What follows belongs to an exercise in optimizing a design on an open flow for small area and few clock cycles; a production flow would make more cautious choices.
Function was checked by simulation only, so behaviour that the tests miss may differ from the original.

==> 08-10 <==
==> flow/design.v <==
`timescale 1ns / 1ps
`timescale 1ns / 1ps
module bus_bridge
    #(
         parameter DATA_WIDTH = 32,
         parameter ADDR_WIDTH = 32
    )
    (
        input clk,
        input rst_n,
        output rsp_empty_n,
        output rsp_full_n,
        input req_write,
        input req_din,
        input rsp_read,
        input [ADDR_WIDTH-1:0] address,
        input [31:0] size,
        input [DATA_WIDTH-1:0] dataout,
        output reg [DATA_WIDTH-1:0] datain,
        output writeReq,
        output [DATA_WIDTH-1:0] writeReq_data,
        output [ADDR_WIDTH-1:0] writeReq_addr,
        input writeAck,
        output readReq,
        output [ADDR_WIDTH-1:0] readReq_addr,
        input readAck,
        input [DATA_WIDTH-1:0] readReq_data
    );
    reg busy;
    always @(posedge clk) begin
        if ( ~rst_n )
            busy <= 1'b0;
        else if ( req_write )
            busy <= 1'b1;
        else if ( writeAck | readAck )
            busy <= 1'b0;
    end
    always @(posedge clk) begin
        if ( readAck )
            datain <= readReq_data;
    end
    assign rsp_full_n  = ~busy;
    assign rsp_empty_n = ~busy;
    assign writeReq      = req_write & req_din;
    assign readReq       = req_write & ~req_din;
    assign writeReq_addr = address;
    assign readReq_addr  = address;
    assign writeReq_data = dataout;
endmodule
`timescale 1ns / 1ps
module bus_bridge_512 (
    input clk,
    input rst_n,
    output rsp_empty_n,
    output rsp_full_n,
    input req_write,
    input req_din,
    input rsp_read,
    input [31:0] address,
    input [31:0] size,
    input [511:0] dataout,
    output [511:0] datain,
    output writeReq,
    output [511:0] writeReq_data,
    output [31:0] writeReq_addr,
    input writeAck,
    output readReq,
    output [31:0] readReq_addr,
    input readAck,
    input [511:0] readReq_data
);
    bus_bridge #(
         .DATA_WIDTH ( 512 ),
         .ADDR_WIDTH ( 32 )
    )
    bus_bridge_U (
        .clk (clk),
        .rst_n (rst_n),
        .rsp_empty_n (rsp_empty_n),
        .rsp_full_n (rsp_full_n),
        .req_write (req_write),
        .req_din (req_din),
        .rsp_read (rsp_read),
        .address (address),
        .size (size),
        .dataout (dataout),
        .datain (datain),
        .writeReq (writeReq),
        .writeReq_data (writeReq_data),
        .writeReq_addr (writeReq_addr),
        .writeAck (writeAck),
        .readReq (readReq),
        .readReq_addr (readReq_addr),
        .readAck (readAck),
        .readReq_data (readReq_data)
    );
endmodule
==> flow/flow/run.sh <==
#!/bin/bash
# Standard ORFS layout with these changes after the (unchanged) standard
# synthesis: read-data pins go on the left edge and write-data pins on the
# right edge of a tall, narrow die; ports are buffered with the smallest
# buffer; CTS inserts no dummy loads and uses small clock buffers.
set -uo pipefail
bash standard.sh synth > synth.log 2>&1 || exit 1
export PRE_IO_PLACEMENT_TCL="$PWD/flow/pins.tcl"
export BUFFER_PORTS_ARGS="-buffer_cell sky130_fd_sc_hd__buf_1"
export CTS_ARGS="-sink_clustering_enable -repair_clock_nets -dont_use_dummy_load -buf_list {sky130_fd_sc_hd__clkbuf_2 sky130_fd_sc_hd__clkbuf_4 sky130_fd_sc_hd__clkbuf_8}"
bash standard.sh finish > layout.log 2>&1 || exit 1
==> flow/flow/pins.tcl <==
# Read-data pins (in and out) on the left edge, write-data pass-through pins
# on the right edge; place_pins orders them within each edge.
set left_pins {}
set right_pins {}
for {set i 0} {$i < 512} {incr i} {
  lappend left_pins "readReq_data\[$i\]" "datain\[$i\]"
  lappend right_pins "dataout\[$i\]" "writeReq_data\[$i\]"
}
set_io_pin_constraint -pin_names $left_pins -region left:*
set_io_pin_constraint -pin_names $right_pins -region right:*
# Pins joined only by a pass-through wire have no cell to pull them together,
# so keep each such set next to each other.
for {set i 0} {$i < 512} {incr i} {
  set_io_pin_constraint -group -order -pin_names [list "dataout\[$i\]" "writeReq_data\[$i\]"]
}
for {set i 0} {$i < 32} {incr i} {
  set_io_pin_constraint -group -order -pin_names [list "writeReq_addr\[$i\]" "address\[$i\]" "readReq_addr\[$i\]"]
}
==> flow/standard.sh <==
#!/bin/bash
# synth_recipe.tcl (not shown) runs the flow's synth.tcl, then flattens the netlist and writes it again
# the make line also repeats each setting of config.mk as NAME=value (left out here)
make -C /OpenROAD-flow-scripts/flow DESIGN_CONFIG=/design/flow/config.mk WORK_HOME=/design/flow/orfs CLKGATE_MAP_FILE= SYNTH_SCRIPT=/design/flow/synth_recipe.tcl "${@:-finish}"
==> flow/config.mk <==
export PLATFORM = sky130hd
export DESIGN_NAME = bus_bridge_512
export DESIGN_NICKNAME = bus_bridge_512
export VERILOG_FILES = /design/flow/design.v
export SDC_FILE = /design/flow/constraint.sdc
export NUM_CORES = 4
export LEC_CHECK = 0
export CAP_MARGIN = 20
export CORE_AREA = 2 2 78 1458
export CTS_BUF_LIST = sky130_fd_sc_hd__clkbuf_2 sky130_fd_sc_hd__clkbuf_4 sky130_fd_sc_hd__clkbuf_8
export DIE_AREA = 0 0 80 1460
export SLEW_MARGIN = 20
export SYNTH_MEMORY_MAX_BITS = 8192
==> flow/constraint.sdc <==
create_clock -name core_clock -period 5.0 [get_ports {clk}]
set_input_delay 1.0000 -clock core_clock [delete_from_list [all_inputs] [get_ports {clk}]]
set_output_delay 1.0000 -clock core_clock [all_outputs]
set_load 0.01 [all_outputs]
==> 02-03: changes against 08-10 <==
--- a/flow/flow/pins.tcl
+++ b/flow/flow/pins.tcl
@@ -1,5 +1,5 @@
-# Read-data pins (in and out) on the left edge, write-data pass-through pins
-# on the right edge; place_pins orders them within each edge.
+# Read-data pins (in and out) on the left edge of a tall, narrow die; the
+# write-data pass-through pins go wherever place_pins puts them.
 set left_pins {}
 set right_pins {}
 for {set i 0} {$i < 512} {incr i} {
@@ -7,7 +7,7 @@
   lappend right_pins "dataout\[$i\]" "writeReq_data\[$i\]"
 }
 set_io_pin_constraint -pin_names $left_pins -region left:*
-set_io_pin_constraint -pin_names $right_pins -region right:*
+
 # Pins joined only by a pass-through wire have no cell to pull them together,
 # so keep each such set next to each other.
 for {set i 0} {$i < 512} {incr i} {
Settings changed: CORE_AREA 2 2 78 1458 to 2 2 78 1698, DIE_AREA 0 0 80 1460 to 0 0 80 1700.
==> 09-19: changes against 08-10 <==
==> flow/flow/run.sh (replaced) <==
#!/bin/bash
# Standard ORFS layout with two changes after the (unchanged) standard
# synthesis: ports are buffered with the smallest buffer, and CTS inserts no
# dummy loads and uses small clock buffers.
set -uo pipefail
bash standard.sh synth > synth.log 2>&1 || exit 1
export BUFFER_PORTS_ARGS="-buffer_cell sky130_fd_sc_hd__buf_1"
export CTS_ARGS="-sink_clustering_enable -repair_clock_nets -dont_use_dummy_load -buf_list {sky130_fd_sc_hd__clkbuf_2 sky130_fd_sc_hd__clkbuf_4 sky130_fd_sc_hd__clkbuf_8}"
bash standard.sh finish > layout.log 2>&1 || exit 1
Settings changed: CORE_AREA 2 2 78 1458 to 10 10 790 790, DIE_AREA 0 0 80 1460 to 0 0 800 800.
removed: flow/flow/pins.tcl
==> results.cfg <==
[status]
status = aborted with a tool error
haltStage = global routing
tool.error = [ERROR GRT-0116] Global routing finished with congestion. Check the congestion regions in the DRC Viewer.

[clock_tree]
cts_hold_buf = 0
clk_path_buf_depth = 3
cts_root_buffer = clkbuf_8
post_cts_resized = 0

[placement]
dpl.hpwl_um = 234000

[floorplan]
start_util_pct = 18.0
die_y_um = 1460
the above is filed under 08-10

==> results.cfg <==
[status]
status = timing/DRC/antenna clean

[pwr]
comb-power_mw = 1.34

[setup_path]
start_kind = input pin

[clock_tree]
post_cts_resized = 0
clk_path_buf_depth = 4
cts_root_buffer = clkbuf_8
cts_hold_buf = 82
postCtsSetupRepairBufs = 0

[cells_and_area]
fin_nets = 2859

[placement]
dpl.hpwl_um = 438000

[flow_run]
max_cap_viol_count = 0

[floorplan]
die_y_um = 800
start_util_pct = 3.26

[yosys]
synth.distinct_cells = 8

[grt]
grt_first_pass_wirelength_um = 490000

[worst_hold_path]
hp-start = readReq_data[362]
the above is filed under 09-19

==> results.cfg <==
[yosys]
yosys.area.top_type = edfxtp_1
syn_nets = 2191
synthXorXnorAreaFrac_pct = 0
yosysMostFrequentCell = buf_4
yosys-top-cells-area = edfxtp_1, buf_4, dfxtp_1, o31ai_2, nand2_1
synth_seq_cells = 513
synth.distinct_cells = 8
synth-edff-count = 512
synth_mux_area_share_pct = 0
yosysTopAreaCellShare_pct = 77.8

[status]
tool.error = [ERROR PPL-0086] Pin group of size 2 was not assigned.
status = aborted with a tool error
haltStage = I/O pin placement

[floorplan]
die_y_um = 1700
dieWidth_um = 80
start_util_pct = 15.5
the above is filed under 02-03

Testbench counts of 08-10, summed over its fixed seeds: cycles 17,662.
Testbench counts of 02-03, summed over its fixed seeds: cycles 17,662.
Testbench counts of 09-19, summed over its fixed seeds: cycles 17,662.

-- re-timing with driven ports --
The results above use ideal ports. As a check the final layout listed here was re-extracted and re-timed, cells and wires unchanged. Step 1: set_driving_cell puts a clkbuf_16 on clk and a buf_2 on each other input, an assumption about the parent block. Step 2, shift: input delay + t, output delay - t, t = (earliest + latest rising clock arrival at the registers) / 2. This alone moves slack from input paths to output paths. Three values: ideal ports, drivers, drivers and shift; two values: the first two.
run: 09-19
t (ns): 1.043
setup slack, ns: 1.797 / 1.764 / 1.764
hold WS [ns]: 0.182 / 0.130 / 0.481
worst setup path at the end: input to output
After both steps 09-19 still meets setup and hold. The setup slack of 09-19 moves by -0.033 ns with the drivers and by -0.033 ns with both steps.
